Context: an optimization exercise on an open-source flow, tuned for small area. The choices shown serve that exercise and are no tape-out recipe. Function was checked by simulation only, so behaviour that the tests miss may differ from the original.

==> exp/tundra <==
==> flow/design.v (excerpt) <==
module chen_cordic #(
    parameter ROTATE_TYPE = "ROTATE",
    parameter DATABITS = 17,
    parameter ITERATIONS = 16
)(
    input clk,
    input rst_n,
    input Validin,
    input signed [DATABITS-1:0] Xin,
    input signed [DATABITS-1:0] Yin,
    input signed [17:0] Ain,
    output Validout,
    output signed [DATABITS-1:0] Xout,
    output signed [DATABITS-1:0] Yout,
    output signed [17:0] Aout
);
==> flow/config.mk <==
export PLATFORM = sky130hd
export DESIGN_NAME = chen_cordic
export DESIGN_NICKNAME = chen_cordic
export VERILOG_FILES = /design/flow/design.v
export SDC_FILE = /design/flow/constraint.sdc
export NUM_CORES = 4
export LEC_CHECK = 0
export CAP_MARGIN = 20
export CORE_MARGIN = 2
export CORE_UTILIZATION = 70
export CTS_BUF_LIST = sky130_fd_sc_hd__clkbuf_16
export CTS_CLUSTER_DIAMETER = 80
export CTS_CLUSTER_SIZE = 36
export SLEW_MARGIN = 20
export SYNTH_HIERARCHICAL = 1
export SYNTH_MINIMUM_KEEP_SIZE = 0
==> flow/constraint.sdc <==
create_clock -name core_clock -period 6.5 [get_ports {clk}]
set_input_delay 1.3000 -clock core_clock [delete_from_list [all_inputs] [get_ports {clk}]]
set_output_delay 1.3000 -clock core_clock [all_outputs]
set_load 0.01 [all_outputs]
standard.sh (not shown) runs the stock make flow with config.mk's settings and CLKGATE_MAP_FILE= SYNTH_SCRIPT=/design/flow/synth_recipe.tcl, a recipe that flattens the netlist after the stock synthesis.
==> flow/flow/run.sh <==
#!/bin/bash
# The standard layout (the standard.sh, all steps), with one change: the buffer that
# placement puts on every input and output port is a plain sky130_fd_sc_hd__buf_1 instead of
# the cell buffer_ports picks by itself (a 10 um2 delay buffer). Every port still gets its buffer.
set -euo pipefail
export BUFFER_PORTS_ARGS="-buffer_cell sky130_fd_sc_hd__buf_1"
bash standard.sh > standard.log 2>&1
==> inputs of exp/nickel, as changes to exp/tundra <==
--- a/flow/config.mk
+++ b/flow/config.mk
@@ -10,5 +10,5 @@
 export CORE_UTILIZATION = 70
-export CTS_BUF_LIST = sky130_fd_sc_hd__clkbuf_16
-export CTS_CLUSTER_DIAMETER = 80
-export CTS_CLUSTER_SIZE = 36
+export CTS_BUF_LIST = sky130_fd_sc_hd__clkbuf_4
+export CTS_CLUSTER_DIAMETER = 40
+export CTS_CLUSTER_SIZE = 10
 export SLEW_MARGIN = 20
==> inputs of exp/sierra, as changes to exp/tundra <==
==> flow/run.sh (new file) <==
#!/bin/bash
# synth_recipe.tcl (not shown) runs the flow's synth.tcl, then flattens the netlist and writes it again
# the make line also repeats each setting of config.mk as NAME=value (left out here)
make -C /OpenROAD-flow-scripts/flow DESIGN_CONFIG=/design/flow/config.mk WORK_HOME=/design/flow/orfs CLKGATE_MAP_FILE= SYNTH_SCRIPT=/design/flow/synth_recipe.tcl finish
--- a/flow/config.mk
+++ b/flow/config.mk
@@ -10,5 +10,5 @@
 export CORE_UTILIZATION = 70
-export CTS_BUF_LIST = sky130_fd_sc_hd__clkbuf_16
-export CTS_CLUSTER_DIAMETER = 80
-export CTS_CLUSTER_SIZE = 36
+export CTS_BUF_LIST = sky130_fd_sc_hd__clkbuf_8
+export CTS_CLUSTER_DIAMETER = 60
+export CTS_CLUSTER_SIZE = 20
 export SLEW_MARGIN = 20
removed: flow/flow/run.sh
removed: flow/standard.sh
==> reports/summary.txt <==
status: timing/DRC/antenna clean
n_diodes: 0
routed length on met1: 22900 um
Util after Layout: 0.758
Setup WS post-layout: 139 ps
# the run above: exp/tundra

==> reports/summary.txt <==
Util after Layout: 0.756
status: timing/DRC/antenna clean
routed length on met1: 22700 um
Slew Limit Fails: 0
#MultiIn Comb: 1802
n_diodes: 4
vias per cell: 5.19
Setup Buffers After CTS: 0
Setup WS post-layout: 173 ps
# the run above: exp/nickel

==> reports/summary.txt <==
Setup WS post-layout: 76.3 ps
status: timing/DRC/antenna clean
Util after Layout: 0.768
n_diodes: 1
routed length on met1: 23300 um
# the run above: exp/sierra


* * *

==> inputs of job 4272 <==
chen_cordic, a different RTL version from the one above (not shown whole).
==> flow/design.v (excerpt) <==
module chen_cordic #(
    parameter ROTATE_TYPE = "ROTATE",
    parameter DATABITS = 17,
    parameter ITERATIONS = 16
)(
    input clk,
    input rst_n,
    input Validin,
    input signed [DATABITS-1:0] Xin,
    input signed [DATABITS-1:0] Yin,
    input signed [17:0] Ain,
    output Validout,
    output signed [DATABITS-1:0] Xout,
    output signed [DATABITS-1:0] Yout,
    output signed [17:0] Aout
);
    function hi_; input [17:0] v; hi_ = $signed(v) > 18'sd51471; endfunction
    function lo_; input [17:0] v; lo_ = $signed(v) < -18'sd51471; endfunction
    function hp_; input [17:0] v; hp_ = $signed(v) >= 18'sd102943; endfunction
    function [15:0] a1_; input [17:0] v; input hi, lo, p0;
        reg [17:0] c0;
        begin
            c0 = hi ? (p0 ? -18'sd102943-18'sd25736 : -18'sd102943+18'sd25736) : lo ? (18'sd102943-18'sd25736) : v[17] ? 18'sd25736 : -18'sd25736;
            a1_ = v + c0;
        end
    endfunction
  ...
Settings: LEC_CHECK=0, CAP_MARGIN=20, CORE_MARGIN=2, CORE_UTILIZATION=55, CTS_BUF_LIST=sky130_fd_sc_hd__clkbuf_16, CTS_CLUSTER_DIAMETER=80, CTS_CLUSTER_SIZE=32, SLEW_MARGIN=20, SYNTH_HIERARCHICAL=1, SYNTH_MINIMUM_KEEP_SIZE=0; clock period 6.5 ns.
==> flow/flow/run.sh <==
#!/bin/bash
# The standard layout (the standard.sh, all steps), with one change: the buffer that
# placement puts on every input and output port is a plain sky130_fd_sc_hd__buf_1 instead of
# the cell buffer_ports picks by itself (a 10 um2 delay buffer). Every port still gets its buffer.
set -euo pipefail
export BUFFER_PORTS_ARGS="-buffer_cell sky130_fd_sc_hd__buf_1"
bash standard.sh > standard.log 2>&1
==> job 7146: changes against job 4272 <==
Settings changed: CORE_UTILIZATION 55 to 40, CTS_BUF_LIST sky130_fd_sc_hd__clkbuf_16 to sky130_fd_sc_hd__clkbuf_8, CTS_CLUSTER_DIAMETER 80 to 60, CTS_CLUSTER_SIZE 32 to 20.
==> job 4562: changes against job 4272 <==
Settings changed: CTS_BUF_LIST sky130_fd_sc_hd__clkbuf_16 to sky130_fd_sc_hd__clkbuf_8, CTS_CLUSTER_DIAMETER 80 to 60, CTS_CLUSTER_SIZE 32 to 20.
==> metrics.md <==
| Metric | Value |
|---|---|
| Die area | `64620 µm²` |
| Status | `timing/DRC/antenna clean` |
| CP endpoint | `r11_n928_s$_DFF_P_` |
That was job 4272.
==> metrics.md <==
| Metric | Value |
|---|---|
| Status | `timing/DRC/antenna clean` |
| Die area | `88450 µm²` |
| CP endpoint | `r9_n841_c$_DFF_P_` |
That was job 7146.
==> metrics.md <==
| Metric | Value |
|---|---|
| Max cap viols | `0` |
| Global Route met3 Usage | `0.02766` |
| CP endpoint | `r13_n1250_s$_DFF_P_` |
| Multiplexer area fraction after synthesis | `0` |
| Status | `timing/DRC/antenna clean` |
That was job 4562.

* * *

==> v21 <==
RTL: one of the versions met above, not the one the previous note started from.
clock: 6.5 ns
lec_check: 0
cap_margin: 20
core_margin: 2
core_utilization: 70
cts_buf_list: sky130_fd_sc_hd__clkbuf_8
cts_cluster_diameter: 70
cts_cluster_size: 18
slew_margin: 20
synth_hierarchical: 1
synth_minimum_keep_size: 0
Scripts as last shown in full above: flow/flow/run.sh
==> v29 (differences from v21) <==
--- a/flow/config.mk
+++ b/flow/config.mk
@@ -9,8 +9,8 @@
 export CORE_MARGIN = 2
 export CORE_UTILIZATION = 70
 export CTS_BUF_LIST = sky130_fd_sc_hd__clkbuf_8
-export CTS_CLUSTER_DIAMETER = 70
-export CTS_CLUSTER_SIZE = 18
+export CTS_CLUSTER_DIAMETER = 60
+export CTS_CLUSTER_SIZE = 20
 export SLEW_MARGIN = 20
 export SYNTH_HIERARCHICAL = 1
 export SYNTH_MINIMUM_KEEP_SIZE = 0
==> flow_summary.yaml <==
cells_and_area:
  finalNonFillerCells: 3318
  bufAreaShareNonClock_pct: 2.32
  final.signal_buffer_count: 163
min_path:
  min-delay-start: "r6_n16_w_1"
status:
  status: "finished clean"
route:
  vias: 17400
timing:
  timing.final.crit_period_ns: 6.36
The numbers above come from v21.

==> flow_summary.yaml <==
timing:
  timing.final.crit_period_ns: 6.36
cells_and_area:
  final.signal_buffer_count: 164
  bufAreaShareNonClock_pct: 2.34
  finalNonFillerCells: 3331
route:
  vias: 17400
clock_tree:
  cts_inserted_buffers: 41
min_path:
  min-delay-start: "r4_n16_w_6"
status:
  status: "finished clean"
The numbers above come from v29.


* * *

==> 11-21 <==
chen_cordic, a different RTL version from the one above (not shown whole).
==> flow/config.mk <==
export PLATFORM = sky130hd
export DESIGN_NAME = chen_cordic
export DESIGN_NICKNAME = chen_cordic
export VERILOG_FILES = /design/flow/design.v
export SDC_FILE = /design/flow/constraint.sdc
export NUM_CORES = 4
export LEC_CHECK = 0
export CAP_MARGIN = 8
export CORE_MARGIN = 2
export CORE_UTILIZATION = 70
export CTS_BUF_LIST = sky130_fd_sc_hd__clkbuf_8
export CTS_CLUSTER_DIAMETER = 60
export CTS_CLUSTER_SIZE = 20
export SLEW_MARGIN = 8
export SYNTH_HIERARCHICAL = 1
export SYNTH_MINIMUM_KEEP_SIZE = 0
==> flow/constraint.sdc <==
create_clock -name core_clock -period 6.5 [get_ports {clk}]
set_input_delay 1.3000 -clock core_clock [delete_from_list [all_inputs] [get_ports {clk}]]
set_output_delay 1.3000 -clock core_clock [all_outputs]
set_load 0.01 [all_outputs]
Scripts as last shown in full above: flow/flow/run.sh
==> 06-27 (differences from 11-21) <==
CAP_MARGIN = 0   (was 8)
SLEW_MARGIN = 0   (was 8)
==> comparison table <==
quantity                                                                               06-27                    11-21
End point of the most critical hold path                                          r4_n16_w_0               r4_n16_w_0
Flip-flop count of the largest register, all copies and words added                       13                       13
CTS-repair resized insts                                                                   4                        4
Placed standard-cell area                                                        0.03469 mm2              0.03469 mm2
Result of the run                                                    complete, no violations  complete, no violations
Wire length per cell after detailed routing                                         17.43 um                 17.43 um
Worst hold margin                                                                  0.3248 ns                0.3248 ns
Clock buffer count from CTS                                                               46                       46
Synth Area in Adders                                                                  43.58%                   43.58%
Number of warning messages in the yosys log                                                7                        7
FF-to-FF path depth                                                                       15                       15
Multi-input gates                                                                      1,405                    1,405
Core box area                                                                    0.04755 mm2              0.04755 mm2
Share of cells above drive strength 1                                                 8.895%                   8.895%
Layout Area Growth over Synthesis                                                     6.840%                   6.840%
GRT Overall Usage                                                                     23.42%                   23.42%

* * *

==> run a <==
Another version of the RTL of chen_cordic (not shown whole).
export LEC_CHECK = 0
export CAP_MARGIN = 20
export CORE_MARGIN = 2
export CORE_UTILIZATION = 40
export CTS_BUF_LIST = sky130_fd_sc_hd__clkbuf_4 sky130_fd_sc_hd__clkbuf_8 sky130_fd_sc_hd__clkbuf_16
export CTS_CLUSTER_DIAMETER = 40
export CTS_CLUSTER_SIZE = 16
export SLEW_MARGIN = 20
export SYNTH_HIERARCHICAL = 1
export SYNTH_MINIMUM_KEEP_SIZE = 0
create_clock -name core_clock -period 6.5 [get_ports {clk}]
run.sh (not shown) runs the stock make flow with config.mk's settings and CLKGATE_MAP_FILE= SYNTH_SCRIPT=/design/flow/synth_recipe.tcl, a recipe that flattens the netlist after the stock synthesis.
Stock flow here: none of the scripts above is used.
==> run b: changes against run a <==
==> flow/flow/run.sh (new file) <==
#!/bin/bash
# The standard layout (the standard.sh, all steps), with one change: the buffer that
# placement puts on every input and output port is a plain sky130_fd_sc_hd__buf_2 instead of
# the cell buffer_ports picks by itself (a 10 um2 delay buffer). Every port still gets its buffer.
set -euo pipefail
export BUFFER_PORTS_ARGS="-buffer_cell sky130_fd_sc_hd__buf_2"
bash standard.sh > standard.log 2>&1
==> flow/standard.sh (new file) <==
#!/bin/bash
# synth_recipe.tcl (not shown) runs the flow's synth.tcl, then flattens the netlist and writes it again
# the make line also repeats each setting of config.mk as NAME=value (left out here)
make -C /OpenROAD-flow-scripts/flow DESIGN_CONFIG=/design/flow/config.mk WORK_HOME=/design/flow/orfs CLKGATE_MAP_FILE= SYNTH_SCRIPT=/design/flow/synth_recipe.tcl "${@:-finish}"
--- a/flow/config.mk
+++ b/flow/config.mk
@@ -9,6 +9,6 @@
 export CORE_MARGIN = 2
 export CORE_UTILIZATION = 40
-export CTS_BUF_LIST = sky130_fd_sc_hd__clkbuf_4 sky130_fd_sc_hd__clkbuf_8 sky130_fd_sc_hd__clkbuf_16
-export CTS_CLUSTER_DIAMETER = 40
+export CTS_BUF_LIST = sky130_fd_sc_hd__clkbuf_8
+export CTS_CLUSTER_DIAMETER = 50
 export CTS_CLUSTER_SIZE = 16
 export SLEW_MARGIN = 20
removed: flow/run.sh
==> run c: changes against run a <==
--- a/flow/config.mk
+++ b/flow/config.mk
@@ -9,7 +9,7 @@
 export CORE_MARGIN = 2
 export CORE_UTILIZATION = 40
-export CTS_BUF_LIST = sky130_fd_sc_hd__clkbuf_4 sky130_fd_sc_hd__clkbuf_8 sky130_fd_sc_hd__clkbuf_16
+export CTS_BUF_LIST = sky130_fd_sc_hd__clkbuf_8
 export CTS_CLUSTER_DIAMETER = 40
-export CTS_CLUSTER_SIZE = 16
+export CTS_CLUSTER_SIZE = 20
 export SLEW_MARGIN = 20
 export SYNTH_HIERARCHICAL = 1
==> run d: changes against run a <==
--- a/flow/config.mk
+++ b/flow/config.mk
@@ -9,7 +9,7 @@
 export CORE_MARGIN = 2
 export CORE_UTILIZATION = 40
-export CTS_BUF_LIST = sky130_fd_sc_hd__clkbuf_4 sky130_fd_sc_hd__clkbuf_8 sky130_fd_sc_hd__clkbuf_16
+export CTS_BUF_LIST = sky130_fd_sc_hd__clkbuf_4 sky130_fd_sc_hd__clkbuf_8
 export CTS_CLUSTER_DIAMETER = 40
-export CTS_CLUSTER_SIZE = 16
+export CTS_CLUSTER_SIZE = 12
 export SLEW_MARGIN = 20
 export SYNTH_HIERARCHICAL = 1
==> run_results.csv <==
group,metric,value,unit
status,status,"timing/DRC/antenna clean",
sta,setup_ws,0.182,ns
finish,buffer_area_frac,0.0366,
finish,nets,3438,
finish,clock_buffers,117,
global_routing,grt_use_met1,0.163,
finish,multi_input_area,20700,µm²
The numbers above come from run d.

==> run_results.csv <==
group,metric,value,unit
finish,nets,3437,
finish,final_util,0.472,
finish,buffer_area_frac,0.0353,
clock_tree,clkTransAtPathRegs,0.06,ns
finish,multi_input_area,20700,µm²
global_routing,grt_use_met1,0.164,
sta,finalCritPeriodShare,0.977,
global_routing,grt_use_met3,0.0271,
status,status,"timing/DRC/antenna clean",
The numbers above come from run a.

==> run_results.csv <==
group,metric,value,unit
finish,multi_input_area,20700,µm²
global_routing,grt_use_met1,0.163,
finish,buffer_area_frac,0.0367,
floorplanning,dieArea,91800,µm²
finish,fillCellCount,7761,
clock_tree,clock-sinks,714,
status,status,"timing/DRC/antenna clean",
setup_path,worstReg2RegEnd,"r6_n661_s$_DFF_P_",
sta,fin_setup_tns,0,ns
The numbers above come from run c.

==> run_results.csv <==
group,metric,value,unit
status,status,"timing/DRC/antenna clean",
finish,buffer_area_frac,0.0229,
sta,setup_ws,0.156,ns
global_routing,grt_use_met1,0.163,
finish,clock_buffers,86,
finish,nets,3421,
The numbers above come from run b.

==> separate check: timing with driven ports <==
Ports are ideal in the flow. The routed layouts listed here were re-timed in OpenROAD.
Step 1 (the two cells are an assumption about what drives the block):
set clk [get_ports {clk}]
set_driving_cell -lib_cell sky130_fd_sc_hd__clkbuf_16 $clk
set_driving_cell -lib_cell sky130_fd_sc_hd__buf_2 [delete_from_list [all_inputs] $clk]
Step 2 adds t to the input delays and takes it off the output delays; t is the mean of the earliest and latest rising clock arrival at the registers after step 1. Input paths then give back, and output paths get back, about the clock's delay inside the block.
Slacks: ideal ports / drivers / drivers and shift; pairs: ideal ports / drivers.
run | t, ns | setup WS [ns] | clock arrival spread, ns
exp/tundra | 0.662 | 0.139 / 0.139 / 0.139 | 0.036 / 0.036
exp/nickel | 0.876 | 0.173 / 0.173 / 0.158 | 0.065 / 0.066
exp/sierra | 0.699 | 0.076 / 0.076 / -0.135 | 0.038 / 0.038
job 4272 | 0.630 | 0.164 / 0.164 / 0.164 | 0.048 / 0.048
job 7146 | 0.744 | 0.165 / 0.165 / 0.165 | 0.063 / 0.063
job 4562 | 0.708 | 0.178 / 0.178 / 0.178 | 0.056 / 0.056
v21 | 0.693 | 0.139 / 0.139 / 0.139 | 0.036 / 0.036
v29 | 0.696 | 0.138 / 0.138 / 0.138 | 0.035 / 0.035
11-21 | 0.706 | 0.134 / 0.134 / 0.134 | 0.033 / 0.032
06-27 | 0.706 | 0.134 / 0.134 / 0.134 | 0.033 / 0.032
run a | 0.696 | 0.147 / 0.147 / 0.147 | 0.028 / 0.029
run b | 0.736 | 0.156 / 0.156 / 0.156 | 0.038 / 0.038
run c | 0.755 | 0.181 / 0.181 / 0.181 | 0.047 / 0.046
run d | 0.758 | 0.182 / 0.182 / 0.182 | 0.047 / 0.048
Met with ideal ports but missed after step 2: setup timing in exp/sierra. The setup slack of exp/sierra, which loses most, moves by 0.000 ns with the drivers and by -0.211 ns with both steps.
